Background: an optimization exercise with open tools, aiming at small area. Do not read the settings as production practice. Only simulation tests tie the RTL to the original design; equivalence was not proved. No activity file was given, so power comes from the tool's default toggle rates.

Setup of run A:
// uart_top
module uart_top #(
    parameter OPERAND_WIDTH = 512,
    parameter ADDER_WIDTH   = 32,
    parameter NBYTES        = OPERAND_WIDTH / 8,
    parameter CLK_FREQ      = 125_000_000,
    parameter BAUD_RATE     = 115_200
) (
    input wire iClk, iRst,
    input wire iRx,
    output wire oTx
);
Size: roughly 680 cells after synthesis, roughly 550 flip-flops, about 4 I/O pins, ~12000 sq um of cells after synthesis.
==> flow/config.mk <==
export PLATFORM = sky130hd
export DESIGN_NAME = uart_top
export DESIGN_NICKNAME = uart_top
export VERILOG_FILES = /design/flow/design.v
export SDC_FILE = /design/flow/constraint.sdc
export NUM_CORES = 4
export LEC_CHECK = 0
export CAP_MARGIN = 20
export CORE_MARGIN = 2
export CORE_UTILIZATION = 55
export CTS_BUF_LIST = sky130_fd_sc_hd__clkbuf_8
export CTS_CLUSTER_DIAMETER = 60
export CTS_CLUSTER_SIZE = 24
export PLACE_DENSITY = 0.7
export SLEW_MARGIN = 20
==> flow/constraint.sdc <==
create_clock -name core_clock -period 13.0 [get_ports {iClk}]
set_input_delay 2.6000 -clock core_clock [delete_from_list [all_inputs] [get_ports {iClk}]]
set_output_delay 2.6000 -clock core_clock [all_outputs]
set_load 0.01 [all_outputs]
standard.sh (not shown) runs the stock make flow with config.mk's settings and CLKGATE_MAP_FILE= SYNTH_SCRIPT=/design/flow/synth_recipe.tcl, a recipe that flattens the netlist after the stock synthesis.
==> flow/flow/run.sh <==
#!/bin/bash
# The standard layout with two changes:
#  - synthesis maps the logic with an area-oriented ABC script (flow/abc_area.script)
#    and leaves adders to ABC instead of mapping them to half/full adder cells first;
#    everything else in synth_recipe.tcl, and so every register, stays as it is;
#  - the port buffers are the smallest buffer cell;
#  - clock tree synthesis adds no dummy loads.
set -euo pipefail
here=$(pwd)
{
  echo 'set ::env(ADDER_MAP_FILE) ""'
  echo 'proc abc {args} {'
  echo '  set i [lsearch -exact $args -script]'
  echo "  lset args [expr {\$i+1}] $here/flow/abc_area.script"
  echo '  yosys abc {*}$args'
  echo '}'
  cat synth_recipe.tcl
} > area_synth.tcl
sed "s#SYNTH_SCRIPT=[^ ]*#SYNTH_SCRIPT=$here/area_synth.tcl#" standard.sh > area_standard.sh
grep -q "SYNTH_SCRIPT=$here/area_synth.tcl" area_standard.sh
export BUFFER_PORTS_ARGS="-buffer_cell sky130_fd_sc_hd__buf_1"
export CTS_ARGS="-sink_clustering_enable -repair_clock_nets -dont_use_dummy_load -buf_list sky130_fd_sc_hd__clkbuf_8 -sink_clustering_size 24 -sink_clustering_max_diameter 60"
bash area_standard.sh > standard.log 2>&1
==> flow/flow/abc_area.script <==
&get -n
&st
&synch2
&dch -f
&nf -a -R 1000
&put
strash
&get -n
&synch2
&dch -f
&nf -a -R 1000
&put
stime -c
> inputs changed (run A -> run B)
# run A
export LEC_CHECK = 0
export CAP_MARGIN = 20
export CORE_MARGIN = 2
export CORE_UTILIZATION = 55
export CTS_BUF_LIST = sky130_fd_sc_hd__clkbuf_8
export CTS_CLUSTER_DIAMETER = 60
export CTS_CLUSTER_SIZE = 24
export PLACE_DENSITY = 0.7
export SLEW_MARGIN = 20
create_clock -name core_clock -period 13.0 [get_ports {iClk}]
# run B
export LEC_CHECK = 0
export CAP_MARGIN = 20
export CORE_MARGIN = 2
export CORE_UTILIZATION = 40
export CTS_BUF_LIST = sky130_fd_sc_hd__clkbuf_8
export CTS_CLUSTER_DIAMETER = 60
export CTS_CLUSTER_SIZE = 22
export PLACE_DENSITY = 0.6
export SLEW_MARGIN = 20
create_clock -name core_clock -period 13.0 [get_ports {iClk}]
-- flow/flow/run.sh --
<<< run A, line 5
#    everything else in synth_recipe.tcl, and so every register, stays as it is;
#  - the port buffers are the smallest buffer cell;
#  - clock tree synthesis adds no dummy loads.
>>> run B, line 5
#    everything else in synth_recipe.tcl, and so every register, stays as it is;
#  - clock tree synthesis adds no dummy loads.
<<< run A, line 20
grep -q "SYNTH_SCRIPT=$here/area_synth.tcl" area_standard.sh
export BUFFER_PORTS_ARGS="-buffer_cell sky130_fd_sc_hd__buf_1"
export CTS_ARGS="-sink_clustering_enable -repair_clock_nets -dont_use_dummy_load -buf_list sky130_fd_sc_hd__clkbuf_8 -sink_clustering_size 24 -sink_clustering_max_diameter 60"
bash area_standard.sh > standard.log 2>&1
>>> run B, line 19
grep -q "SYNTH_SCRIPT=$here/area_synth.tcl" area_standard.sh
export CTS_ARGS="-sink_clustering_enable -repair_clock_nets -dont_use_dummy_load -buf_list sky130_fd_sc_hd__clkbuf_8 -sink_clustering_size 22 -sink_clustering_max_diameter 60"
bash area_standard.sh > standard.log 2>&1
==> flow/flow/abc_area.script <==
&get -n
&st
&synch2
&dch -f
&nf -a -R 1000
&put
stime -c
--- outcome ---
For xor and xnor fraction of the mapped netlist area, run A and run B come out practically identical.
Run A has lower first-iteration DRC count than run B.
Compare run B and run A | total power after layout higher: run B
Relative to run A, clock skew after layout decreased by 6.7 ps in run B.
Diff run B and run A: routed wire length on met3 lower in run B
Inverter count (higher): run A
The following lists how run C was set up differently from run B:
-- flow/flow/run.sh --
<<< run B, line 5
#    everything else in synth_recipe.tcl, and so every register, stays as it is;
#  - clock tree synthesis adds no dummy loads.
>>> run C, line 5
#    everything else in synth_recipe.tcl, and so every register, stays as it is;
#  - the port buffers are the smallest buffer cell;
#  - clock tree synthesis adds no dummy loads.
<<< run B, line 19
grep -q "SYNTH_SCRIPT=$here/area_synth.tcl" area_standard.sh
export CTS_ARGS="-sink_clustering_enable -repair_clock_nets -dont_use_dummy_load -buf_list sky130_fd_sc_hd__clkbuf_8 -sink_clustering_size 22 -sink_clustering_max_diameter 60"
bash area_standard.sh > standard.log 2>&1
>>> run C, line 20
grep -q "SYNTH_SCRIPT=$here/area_synth.tcl" area_standard.sh
export BUFFER_PORTS_ARGS="-buffer_cell sky130_fd_sc_hd__buf_1"
export CTS_ARGS="-sink_clustering_enable -repair_clock_nets -dont_use_dummy_load -buf_list sky130_fd_sc_hd__clkbuf_8 -tree_buf sky130_fd_sc_hd__clkbuf_4 -root_buf sky130_fd_sc_hd__clkbuf_4 -sink_clustering_size 22 -sink_clustering_max_diameter 60"
bash area_standard.sh > standard.log 2>&1
-- flow/flow/abc_area.script --
<<< run B, line 6
&put
stime -c
>>> run C, line 6
&put
strash
&get -n
&synch2
&dch -f
&nf -a -R 1000
&put
stime -c
==> comparison <==
- Final area essentially unchanged between run B and run C.
- Path depth of the worst reg2reg path on run C is down relative to run B.
- Setup WNS run B -> run C: better
Here is what was changed in the inputs of run D compared with run C.
==> flow/flow/run.sh <==
#!/bin/bash
# The standard layout with two changes:
#  - synthesis maps the logic with an area-oriented ABC script (flow/abc_area.script);
#    everything else in synth_recipe.tcl, and so every register, stays as it is;
#  - clock tree synthesis adds no dummy loads.
set -euo pipefail
here=$(pwd)
{
  echo 'proc abc {args} {'
  echo '  set i [lsearch -exact $args -script]'
  echo "  lset args [expr {\$i+1}] $here/flow/abc_area.script"
  echo '  yosys abc {*}$args'
  echo '}'
  cat synth_recipe.tcl
} > area_synth.tcl
sed "s#SYNTH_SCRIPT=[^ ]*#SYNTH_SCRIPT=$here/area_synth.tcl#" standard.sh > area_standard.sh
grep -q "SYNTH_SCRIPT=$here/area_synth.tcl" area_standard.sh
export CTS_ARGS="-sink_clustering_enable -repair_clock_nets -dont_use_dummy_load -buf_list sky130_fd_sc_hd__clkbuf_8 -sink_clustering_size 22 -sink_clustering_max_diameter 60"
bash area_standard.sh > standard.log 2>&1
==> flow/flow/abc_area.script <==
&get -n
&st
&syn2
&synch2
&dch -f
&nf -a
&put
strash
dch -f
map -a
topo
stime -c
--- outcome ---
Between run C and run D, the cell count went up. Power dissipated by switching net loads for run D: 0.51% up relative to run C. Simple-gate share of the synthesized area: run C and run D compared, lower one is run D. Re count of plain and timing-repair buffers in the layout: no difference whatsoever between run C and run D. Cell area: run D worse than run C. Changes observed in run D relative to run C: setup slack lower; met3 usage in global routing roughly the same.
--- input diff run D..run E ---
==> flow/flow/run.sh <==
#!/bin/bash
# The standard layout with two changes:
#  - synthesis maps the logic with an area-oriented ABC script (flow/abc_area.script)
#    and leaves adders to ABC instead of mapping them to half/full adder cells first;
#    everything else in synth_recipe.tcl, and so every register, stays as it is;
#  - the port buffers are the smallest buffer cell;
#  - clock tree synthesis adds no dummy loads.
set -euo pipefail
here=$(pwd)
{
  echo 'set ::env(ADDER_MAP_FILE) ""'
  echo 'proc abc {args} {'
  echo '  set i [lsearch -exact $args -script]'
  echo "  lset args [expr {\$i+1}] $here/flow/abc_area.script"
  echo '  yosys abc {*}$args'
  echo '}'
  cat synth_recipe.tcl
} > area_synth.tcl
sed "s#SYNTH_SCRIPT=[^ ]*#SYNTH_SCRIPT=$here/area_synth.tcl#" standard.sh > area_standard.sh
grep -q "SYNTH_SCRIPT=$here/area_synth.tcl" area_standard.sh
export BUFFER_PORTS_ARGS="-buffer_cell sky130_fd_sc_hd__buf_1"
export CTS_ARGS="-sink_clustering_enable -repair_clock_nets -dont_use_dummy_load -buf_list sky130_fd_sc_hd__clkbuf_8 -sink_clustering_size 22 -sink_clustering_max_diameter 60 -sink_clustering_levels 1"
bash area_standard.sh > standard.log 2>&1
==> flow/flow/abc_area.script <==
&get -n
&st
&synch2
&dch -f
&nf -a -R 1000
&put
strash
&get -n
&synch2
&dch -f
&nf -a -R 1000
&put
stime -c
==> summary.txt <==
Going from run D to run E, met3 layer usage reported by global route essentially unchanged; net count after synthesis fell by about 6%. Max worst hold slack across run E and run D: run D.
--- input diff run E..run F ---
==> flow/flow/run.sh <==
#!/bin/bash
# The standard layout, with clock tree synthesis told not to add dummy loads.
set -euo pipefail
export CTS_ARGS="-sink_clustering_enable -repair_clock_nets -dont_use_dummy_load -buf_list sky130_fd_sc_hd__clkbuf_8 -sink_clustering_size 22 -sink_clustering_max_diameter 60"
bash standard.sh > standard.log 2>&1
removed: flow/flow/abc_area.script
==> summary.txt <==
Run F: full flow OK, the timing, design-rule and antenna checks passed. Measured against each other, run E and run F differ in overall die height, the lower figure coming from run E. In the metrics for run E and run F, the one carrying the lower worst endpoint required time is run F. Placer congestion estimate came out higher on run F than on run E. Run F vs run E, non-clock inverter total of the final layout went up by 4. On total routed wirelength: between run E and run F, it ends up higher for run F.

## static timing again, ports no longer ideal
Ports are ideal in the flow. The routed layouts listed here were re-timed in OpenROAD. Step 1 sets driving cells, clkbuf_16 on the clock port and buf_2 on the other inputs (assumed; they add their load-dependent delay and slew). Step 2 moves the port delays by t, midway between the first and last clock arrival at a register: inputs arrive t later, outputs are due t later. That takes back most of the time a late clock gives input paths. Three values: ideal, step 1, step 2; two values: the first two.
run	shift t [ns]	setup slack, ns	hold slack, ns	latest minus earliest clock arrival (ns)	cell pins on the clock port's net
run A	0.580	8.751 / 8.764 / 8.184	0.278 / 0.278 / 0.278	0.057 / 0.057	1
run B	0.609	8.513 / 8.532 / 7.923	0.289 / 0.289 / 0.289	0.057 / 0.056	1
run C	0.760	9.007 / 9.027 / 8.268	0.292 / 0.292 / 0.292	0.053 / 0.053	1
run D	0.599	8.402 / 8.419 / 7.820	0.299 / 0.299 / 0.299	0.039 / 0.040	1
run E	0.605	8.850 / 8.871 / 8.265	0.292 / 0.292 / 0.292	0.056 / 0.055	1
run F	0.597	8.915 / 8.933 / 8.336	0.260 / 0.260 / 0.260	0.063 / 0.062	1
After both steps every run listed still meets setup and hold. For run C, which loses most, drivers alone change the setup slack by +0.020 ns; drivers and shift together by -0.739 ns.
